What follows belongs to an exercise in optimizing a design on an open flow for small area and a short achievable clock period; a production flow would make more cautious choices. Where RTL was checked, it was by simulation tests only, not by an equivalence proof against the original. Power is estimated from default activity; no workload was simulated.

main:
Design s_axi_template, start of the top module:
module s_axi_template #(
		parameter integer C_S_AXI_ID_WIDTH	= 1,
		parameter integer C_S_AXI_DATA_WIDTH	= 64,
		parameter integer C_S_AXI_ADDR_WIDTH	= 32,
		parameter integer C_S_AXI_AWUSER_WIDTH	= 1,
		parameter integer C_S_AXI_ARUSER_WIDTH	= 1,
		parameter integer C_S_AXI_WUSER_WIDTH	= 1,
		parameter integer C_S_AXI_RUSER_WIDTH	= 1,
		parameter integer C_S_AXI_BUSER_WIDTH	= 1
	)
	(
		output wire [15:0] P_buf,  
		output wire [15:0] A_dbg,
		output wire [15:0] B_dbg,
		output wire [15:0] C_dbg,
		output wire [ 3:0] mode_sel_dbg,
		input wire  S_AXI_ACLK,
		input wire  S_AXI_ARESETN,
		input wire [C_S_AXI_ID_WIDTH-1 : 0] S_AXI_AWID,
		input wire [C_S_AXI_ADDR_WIDTH-1 : 0] S_AXI_AWADDR,
		input wire [7 : 0] S_AXI_AWLEN,
		input wire [2 : 0] S_AXI_AWSIZE,
		input wire [1 : 0] S_AXI_AWBURST,
		input wire  S_AXI_AWLOCK,
		input wire [3 : 0] S_AXI_AWCACHE,
		input wire [2 : 0] S_AXI_AWPROT,
		input wire [3 : 0] S_AXI_AWQOS,
		input wire [3 : 0] S_AXI_AWREGION,
		input wire [C_S_AXI_AWUSER_WIDTH-1 : 0] S_AXI_AWUSER,
		input wire  S_AXI_AWVALID,
		output wire  S_AXI_AWREADY,
		input wire [C_S_AXI_DATA_WIDTH-1 : 0] S_AXI_WDATA,
		input wire [(C_S_AXI_DATA_WIDTH/8)-1 : 0] S_AXI_WSTRB,
		input wire  S_AXI_WLAST,
		input wire [C_S_AXI_WUSER_WIDTH-1 : 0] S_AXI_WUSER,
		input wire  S_AXI_WVALID,
		output wire  S_AXI_WREADY,
		output wire [C_S_AXI_ID_WIDTH-1 : 0] S_AXI_BID,
		output wire [1 : 0] S_AXI_BRESP,
		output wire [C_S_AXI_BUSER_WIDTH-1 : 0] S_AXI_BUSER,
		output wire  S_AXI_BVALID,
		input wire  S_AXI_BREADY,
		input wire [C_S_AXI_ID_WIDTH-1 : 0] S_AXI_ARID,
		input wire [C_S_AXI_ADDR_WIDTH-1 : 0] S_AXI_ARADDR,
		input wire [7 : 0] S_AXI_ARLEN,
		input wire [2 : 0] S_AXI_ARSIZE,
		input wire [1 : 0] S_AXI_ARBURST,
		input wire  S_AXI_ARLOCK,
		input wire [3 : 0] S_AXI_ARCACHE,
		input wire [2 : 0] S_AXI_ARPROT,
		input wire [3 : 0] S_AXI_ARQOS,
		input wire [3 : 0] S_AXI_ARREGION,
		input wire [C_S_AXI_ARUSER_WIDTH-1 : 0] S_AXI_ARUSER,
		input wire  S_AXI_ARVALID,
		output wire  S_AXI_ARREADY,
		output wire [C_S_AXI_ID_WIDTH-1 : 0] S_AXI_RID,
		output wire [C_S_AXI_DATA_WIDTH-1 : 0] S_AXI_RDATA,
		output wire [1 : 0] S_AXI_RRESP,
		output wire  S_AXI_RLAST,
		output wire [C_S_AXI_RUSER_WIDTH-1 : 0] S_AXI_RUSER,
		output wire  S_AXI_RVALID,
		input wire  S_AXI_RREADY
	);
	reg        axi_awready, axi_awv_awr_flag, axi_wready, axi_bvalid;
  ...
clock: 10.0 ns
lec_check: 0
abc_area: 1
abc_clock_period_in_ps: 4000
cap_margin: 20
core_margin: 2
core_utilization: 50
cts_buf_list: sky130_fd_sc_hd__clkbuf_4 sky130_fd_sc_hd__clkbuf_8
cts_cluster_size: 40
setup_slack_margin: 5
slew_margin: 20
standard.sh (not shown) runs the stock make flow with config.mk's settings and CLKGATE_MAP_FILE= SYNTH_SCRIPT=/design/flow/synth_recipe.tcl, a recipe that flattens the netlist after the stock synthesis.
==> flow/flow/run.sh <==
#!/bin/bash
# The standard layout (standard.sh), with the port buffers made from
# sky130_fd_sc_hd__buf_1 instead of the cell buffer_ports picks by itself.
set -euo pipefail
bash standard.sh BUFFER_PORTS_ARGS="-buffer_cell sky130_fd_sc_hd__buf_1" MATCH_CELL_FOOTPRINT=0 SKIP_REPAIR_TIE_FANOUT=1 finish > standard.log 2>&1
--- input diff main..the feature branch ---
# main
export LEC_CHECK = 0
export ABC_AREA = 1
export ABC_CLOCK_PERIOD_IN_PS = 4000
export CAP_MARGIN = 20
export CORE_MARGIN = 2
export CORE_UTILIZATION = 50
export CTS_BUF_LIST = sky130_fd_sc_hd__clkbuf_4 sky130_fd_sc_hd__clkbuf_8
export CTS_CLUSTER_SIZE = 40
export SETUP_SLACK_MARGIN = 5
export SLEW_MARGIN = 20
create_clock -name core_clock -period 10.0 [get_ports {S_AXI_ACLK}]
# the feature branch
export LEC_CHECK = 0
export ABC_AREA = 1
export ABC_CLOCK_PERIOD_IN_PS = 4000
export CAP_MARGIN = 20
export CORE_MARGIN = 2
export CORE_UTILIZATION = 40
export CTS_BUF_LIST = sky130_fd_sc_hd__clkbuf_4 sky130_fd_sc_hd__clkbuf_8
export CTS_CLUSTER_DIAMETER = 150
export CTS_CLUSTER_SIZE = 60
export SETUP_SLACK_MARGIN = 5
export SLEW_MARGIN = 20
create_clock -name core_clock -period 10.0 [get_ports {S_AXI_ACLK}]
--- a/flow/flow/run.sh
+++ b/flow/flow/run.sh
@@ -2,2 +2,6 @@
-# The standard layout (standard.sh), with the port buffers made from
-# sky130_fd_sc_hd__buf_1 instead of the cell buffer_ports picks by itself.
+# The standard layout (standard.sh) with these changes:
+#  - the port buffers are sky130_fd_sc_hd__buf_1 instead of the cell that
+#    buffer_ports picks by itself;
+#  - resizing may change a cell's footprint (MATCH_CELL_FOOTPRINT=0);
+#  - the constant outputs share one tie cell (SKIP_REPAIR_TIE_FANOUT=1).
+# ORFS writes each step's log under orfs/logs; make's own output goes to standard.log.
Findings:
Looking at final net count, the feature branch sits about 0.4% below main. Total power: the feature branch above main. Between main and the feature branch, largest driver fanout on the critical path is lower for the feature branch, main comes in above that. Compared with main, the feature branch shows final period demand of the worst path lower by 0.044 ns. Going from main to the feature branch, number of H-tree levels about even, hold slack about even, depth of the most critical reg-to-reg path fell 2. As of the feature branch, number of instances in the placed design had risen by a few percent compared to main. The feature branch falls short of main in wire length of the first global-routing pass. Per the comparison of the feature branch with main, final design utilization now sits lower; via count has decreased.

* * *

cedar:
s_axi_template, a different RTL version from the one above (not shown whole).
For scale: roughly 1200 cells after synthesis, about 150 flip-flops, about 350 I/O pins, ~10000 um2 of cells after synthesis.
Settings: LEC_CHECK=0, ABC_CLOCK_PERIOD_IN_PS=4000, CAP_MARGIN=20, CORE_MARGIN=2, CORE_UTILIZATION=40, CTS_BUF_LIST=sky130_fd_sc_hd__clkbuf_8, CTS_CLUSTER_SIZE=30, SETUP_SLACK_MARGIN=5, SLEW_MARGIN=20; clock period 10.0 ns.
run.sh (not shown) runs the stock make flow with config.mk's settings and CLKGATE_MAP_FILE= SYNTH_SCRIPT=/design/flow/synth_recipe.tcl, a recipe that flattens the netlist after the stock synthesis.
Stock flow here: none of the scripts above is used.
cedar: all stages complete, timing, DRC and antenna checks passed
--- input diff cedar..pepper ---
# cedar
export LEC_CHECK = 0
export ABC_CLOCK_PERIOD_IN_PS = 4000
export CAP_MARGIN = 20
export CORE_MARGIN = 2
export CORE_UTILIZATION = 40
export CTS_BUF_LIST = sky130_fd_sc_hd__clkbuf_8
export CTS_CLUSTER_SIZE = 30
export SETUP_SLACK_MARGIN = 5
export SLEW_MARGIN = 20
create_clock -name core_clock -period 10.0 [get_ports {S_AXI_ACLK}]
# pepper
export LEC_CHECK = 0
export ABC_CLOCK_PERIOD_IN_PS = 4000
export CAP_MARGIN = 20
export CORE_MARGIN = 2
export CORE_UTILIZATION = 60
export CTS_BUF_LIST = sky130_fd_sc_hd__clkbuf_8
export CTS_CLUSTER_SIZE = 30
export SETUP_SLACK_MARGIN = 5
export SLEW_MARGIN = 20
create_clock -name core_clock -period 10.0 [get_ports {S_AXI_ACLK}]
Notes after the runs:
pepper reports its slowest stage cell on the critical path as sky130_fd_sc_hd__fa_2 while cedar reports sky130_fd_sc_hd__fa_1. Relative to cedar, count of placed standard cells including taps has decreased by about 7% in pepper. The lower non-clock buffer count of cedar and pepper is in pepper. What pepper reported for cell count has to be multiplied by 1.07 to get the figure for cedar.
## Diff of input files: amber against pepper
# pepper
export LEC_CHECK = 0
export ABC_CLOCK_PERIOD_IN_PS = 4000
export CAP_MARGIN = 20
export CORE_MARGIN = 2
export CORE_UTILIZATION = 60
export CTS_BUF_LIST = sky130_fd_sc_hd__clkbuf_8
export CTS_CLUSTER_SIZE = 30
export SETUP_SLACK_MARGIN = 5
export SLEW_MARGIN = 20
create_clock -name core_clock -period 10.0 [get_ports {S_AXI_ACLK}]
# amber
export LEC_CHECK = 0
export ABC_CLOCK_PERIOD_IN_PS = 4000
export CAP_MARGIN = 20
export CORE_MARGIN = 2
export CORE_UTILIZATION = 40
export SETUP_SLACK_MARGIN = 3.5
export SLEW_MARGIN = 20
create_clock -name core_clock -period 10.0 [get_ports {S_AXI_ACLK}]
--- outcome ---
- Compare pepper and amber | share of power burned in combinational logic lower: amber
- pepper -> amber: final-stage net count decreased slightly
- Clock transition at the registers of the reported paths of pepper is on par with amber.
- The power drawn by the clock network reported for amber is greater than that of pepper by about 40%.
- pepper has a higher non-clock buffer count than amber.
- Met3 wirelength from detailed routing (pepper / amber): 1.5
- amber against pepper: met1 track utilization from global routing has decreased, maximum number of pins on one net before global-route repair has increased, switching power total has increased, total number of vias has decreased, via density per instance has decreased.
#### Input delta (nickel over amber)
# amber
export LEC_CHECK = 0
export ABC_CLOCK_PERIOD_IN_PS = 4000
export CAP_MARGIN = 20
export CORE_MARGIN = 2
export CORE_UTILIZATION = 40
export SETUP_SLACK_MARGIN = 3.5
export SLEW_MARGIN = 20
create_clock -name core_clock -period 10.0 [get_ports {S_AXI_ACLK}]
# nickel
export LEC_CHECK = 0
export ABC_CLOCK_PERIOD_IN_PS = 4000
export CAP_MARGIN = 20
export CORE_MARGIN = 2
export CORE_UTILIZATION = 40
export CTS_BUF_LIST = sky130_fd_sc_hd__clkbuf_8
export CTS_CLUSTER_SIZE = 30
export SETUP_SLACK_MARGIN = 3.5
export SLEW_MARGIN = 20
create_clock -name core_clock -period 10.0 [get_ports {S_AXI_ACLK}]
[summary]
- The met3 layer wire length in the routed design of nickel is lower than that of amber.
- nickel went all the way through synthesis, placement and routing and the layout is clean on timing, DRC and antenna.
- Of nickel and amber, it is nickel that has the lower wire length.
- nickel ended with less maximum clock rate than amber.
Function was not checked in any run of this note: the RTL went through the layout flow alone.

* * *

RTL: one of the versions met above, not the one the previous note started from.
Size in the first run: about 160 flip-flops, roughly 9800 sq um of cells after synthesis.
==> flow/config.mk <==
export PLATFORM = sky130hd
export DESIGN_NAME = s_axi_template
export DESIGN_NICKNAME = s_axi_template
export VERILOG_FILES = /design/flow/design.v
export SDC_FILE = /design/flow/constraint.sdc
export NUM_CORES = 4
export LEC_CHECK = 0
export ABC_AREA = 1
export ABC_CLOCK_PERIOD_IN_PS = 4000
export CAP_MARGIN = 20
export CORE_MARGIN = 2
export CORE_UTILIZATION = 50
export CTS_BUF_LIST = sky130_fd_sc_hd__clkbuf_4 sky130_fd_sc_hd__clkbuf_8
export CTS_CLUSTER_SIZE = 40
export SLEW_MARGIN = 20
==> flow/constraint.sdc <==
create_clock -name core_clock -period 10.0 [get_ports {S_AXI_ACLK}]
set_input_delay 2.0000 -clock core_clock [delete_from_list [all_inputs] [get_ports {S_AXI_ACLK}]]
set_output_delay 2.0000 -clock core_clock [all_outputs]
set_load 0.01 [all_outputs]
standard.sh (not shown) runs the stock make flow with config.mk's settings and CLKGATE_MAP_FILE= SYNTH_SCRIPT=/design/flow/synth_recipe.tcl, a recipe that flattens the netlist after the stock synthesis.
==> flow/flow/run.sh <==
#!/bin/bash
# The standard layout (standard.sh) with these changes:
#  - the port buffers are sky130_fd_sc_hd__buf_1 instead of the cell that
#    buffer_ports picks by itself;
#  - resizing may change a cell's footprint (MATCH_CELL_FOOTPRINT=0);
#  - the constant outputs share one tie cell (SKIP_REPAIR_TIE_FANOUT=1);
#  - timing repair aims for 5.2 ns of setup slack (SETUP_SLACK_MARGIN=5.2).
# ORFS writes each step's log under orfs/logs; make's own output goes to standard.log.
set -euo pipefail
bash standard.sh BUFFER_PORTS_ARGS="-buffer_cell sky130_fd_sc_hd__buf_1" MATCH_CELL_FOOTPRINT=0 SKIP_REPAIR_TIE_FANOUT=1 SETUP_SLACK_MARGIN=5.2 finish > standard.log 2>&1
The baseline ran to the end with no violations.
Next try:
==> flow/flow/run.sh (replaced) <==
#!/bin/bash
# The standard layout (standard.sh), with the port buffers made from
# sky130_fd_sc_hd__buf_1 instead of the cell buffer_ports picks by itself.
set -euo pipefail
bash standard.sh BUFFER_PORTS_ARGS="-buffer_cell sky130_fd_sc_hd__buf_1" MATCH_CELL_FOOTPRINT=0 SKIP_REPAIR_TIE_FANOUT=1 finish > standard.log 2>&1
CORE_UTILIZATION = 40   (was 50)
SETUP_SLACK_MARGIN = 5   (was not set)
Outcome:
- The new run finished clean
- sequential power hardly moves
- sequential share of layout area grows by 0.30 points
- power grows by 7.4%
- global-route usage shrinks by 4.7 points
- cell area shrinks by 0.99%
- critical path depth shrinks by 1
- worst setup slack gets worse by 69 ps
Next try:
==> flow/flow/run.sh (replaced) <==
#!/bin/bash
# The standard layout (standard.sh) with these changes:
#  - the port buffers are sky130_fd_sc_hd__buf_1 instead of the cell that
#    buffer_ports picks by itself;
#  - resizing may change a cell's footprint (MATCH_CELL_FOOTPRINT=0);
#  - the constant outputs share one tie cell (SKIP_REPAIR_TIE_FANOUT=1);
#  - timing repair aims for 5.8 ns of setup slack (SETUP_SLACK_MARGIN=5.8).
# ORFS writes each step's log under orfs/logs; make's own output goes to standard.log.
set -euo pipefail
bash standard.sh BUFFER_PORTS_ARGS="-buffer_cell sky130_fd_sc_hd__buf_1" MATCH_CELL_FOOTPRINT=0 SKIP_REPAIR_TIE_FANOUT=1 SETUP_SLACK_MARGIN=5.8 finish > standard.log 2>&1
SETUP_SLACK_MARGIN = not set   (was 5)
The changed run ran to the end with no violations.
Global-route usage went up by 3.7 points.
Utilization went up by 8.0 points.
Register-to-register slack gains 250 ps.
Clock power went down by 12%.
Final area went up by 18%.
Final cell count went up by 7.1%.
Next try:
==> flow/flow/run.sh (replaced) <==
#!/bin/bash
# The standard layout (standard.sh) with these changes:
#  - the port buffers are sky130_fd_sc_hd__buf_1 instead of the cell that
#    buffer_ports picks by itself;
#  - resizing may change a cell's footprint (MATCH_CELL_FOOTPRINT=0);
#  - the constant outputs share one tie cell (SKIP_REPAIR_TIE_FANOUT=1);
#  - timing repair aims for 5.4 ns of setup slack (SETUP_SLACK_MARGIN=5.4).
# ORFS writes each step's log under orfs/logs; make's own output goes to standard.log.
set -euo pipefail
bash standard.sh BUFFER_PORTS_ARGS="-buffer_cell sky130_fd_sc_hd__buf_1" MATCH_CELL_FOOTPRINT=0 SKIP_REPAIR_TIE_FANOUT=1 SETUP_SLACK_MARGIN=5.4 finish > standard.log 2>&1
What happened:
- design area is lower by roughly a tenth
- clock skew is lower by 9.4 ps
- worst setup slack improves by 37 ps
- register-to-register slack degrades by 210 ps
- non-clock buffer count is lower by 74
- final cell count is lower by a few percent
- via count is lower by a few percent
- total power is higher slightly
- utilization is lower by 5.6 points
- hold slack degrades by 9.8 ps
- synthesized cell count does not change

* * *

s_axi_template, a different RTL version from the one above (not shown whole).
Size in the first run: ~160 flip-flops, roughly 350 I/O pins, about 11000 µm² of cells after synthesis.
clock: 10.0 ns
lec_check: 0
abc_clock_period_in_ps: 4000
cap_margin: 20
core_margin: 2
core_utilization: 40
cts_buf_list: sky130_fd_sc_hd__clkbuf_4 sky130_fd_sc_hd__clkbuf_8
cts_cluster_size: 40
setup_slack_margin: 5
slew_margin: 20
==> flow/flow/run.sh <==
#!/bin/bash
# The standard layout (standard.sh), with the port buffers made from
# sky130_fd_sc_hd__buf_1 instead of the cell buffer_ports picks by itself.
set -euo pipefail
bash standard.sh BUFFER_PORTS_ARGS="-buffer_cell sky130_fd_sc_hd__buf_1" MATCH_CELL_FOOTPRINT=0 finish > standard.log 2>&1
The starting point completed without violations.
Rerun with:
==> flow/flow/run.sh (replaced) <==
#!/bin/bash
# The standard layout (standard.sh), with the port buffers made from
# sky130_fd_sc_hd__buf_2 instead of the cell buffer_ports picks by itself,
# resizing free to change a cell's footprint, and timing repair aiming for
# 5.5 ns of setup slack.
set -euo pipefail
bash standard.sh BUFFER_PORTS_ARGS="-buffer_cell sky130_fd_sc_hd__buf_2" MATCH_CELL_FOOTPRINT=0 SETUP_SLACK_MARGIN=5.5 finish > standard.log 2>&1
- CTS_BUF_LIST: sky130_fd_sc_hd__clkbuf_4 sky130_fd_sc_hd__clkbuf_8 -> sky130_fd_sc_hd__clkbuf_8
- CTS_CLUSTER_SIZE: 40 -> 30
- SETUP_SLACK_MARGIN: 5 -> unset
What happened:
- The new run produced a clean layout
- critical path depth rises by 1
- cell area rises by 7.7%
- combinational power rises by about 8%
No functional check of the RTL was part of any run of this note.

==> re-timing with driven ports <==
No port has a modelled driver above. Below, the same layouts with a new extraction and two added sets of constraints. Step 1: set_driving_cell puts a clkbuf_16 on S_AXI_ACLK and a buf_2 on each other input, an assumption about the parent block. Step 2, shift: input delay + t, output delay - t, t = (earliest + latest rising clock arrival at the registers) / 2. This alone moves slack from input paths to output paths. Three values: ideal ports, drivers, drivers and shift; two values: the first two.
run | shift t [ns] | setup slack, ns | worst data-port slew with drivers (ns)
main | 0.502 | 5.132 / 5.129 / 4.627 | 0.06
the feature branch | 0.490 | 5.177 / 5.193 / 4.702 | 0.06
cedar | 0.518 | 4.905 / 4.839 / 4.321 | 0.12
pepper | 0.510 | 4.737 / 4.733 / 4.223 | 0.07
amber | 0.477 | 3.932 / 3.951 / 3.474 | 0.06
nickel | 0.510 | 3.860 / 3.883 / 3.374 | 0.06
the first run of note 3 | 0.492 | 5.246 / 5.247 / 4.755 | 0.06
the second run of note 3 | 0.490 | 5.177 / 5.193 / 4.702 | 0.06
the third run of note 3 | 0.518 | 5.386 / 5.346 / 5.022 | 0.06
the fourth run of note 3 | 0.502 | 5.423 / 5.383 / 4.959 | 0.06
the first run of note 4 | 0.496 | 4.969 / 4.921 / 4.425 | 0.09
the second run of note 4 | 0.508 | 5.018 / 5.011 / 4.502 | 0.06
After both steps setup and hold are still met in every run listed. For cedar, which loses most, drivers alone change the setup slack by -0.066 ns; drivers and shift together by -0.584 ns.
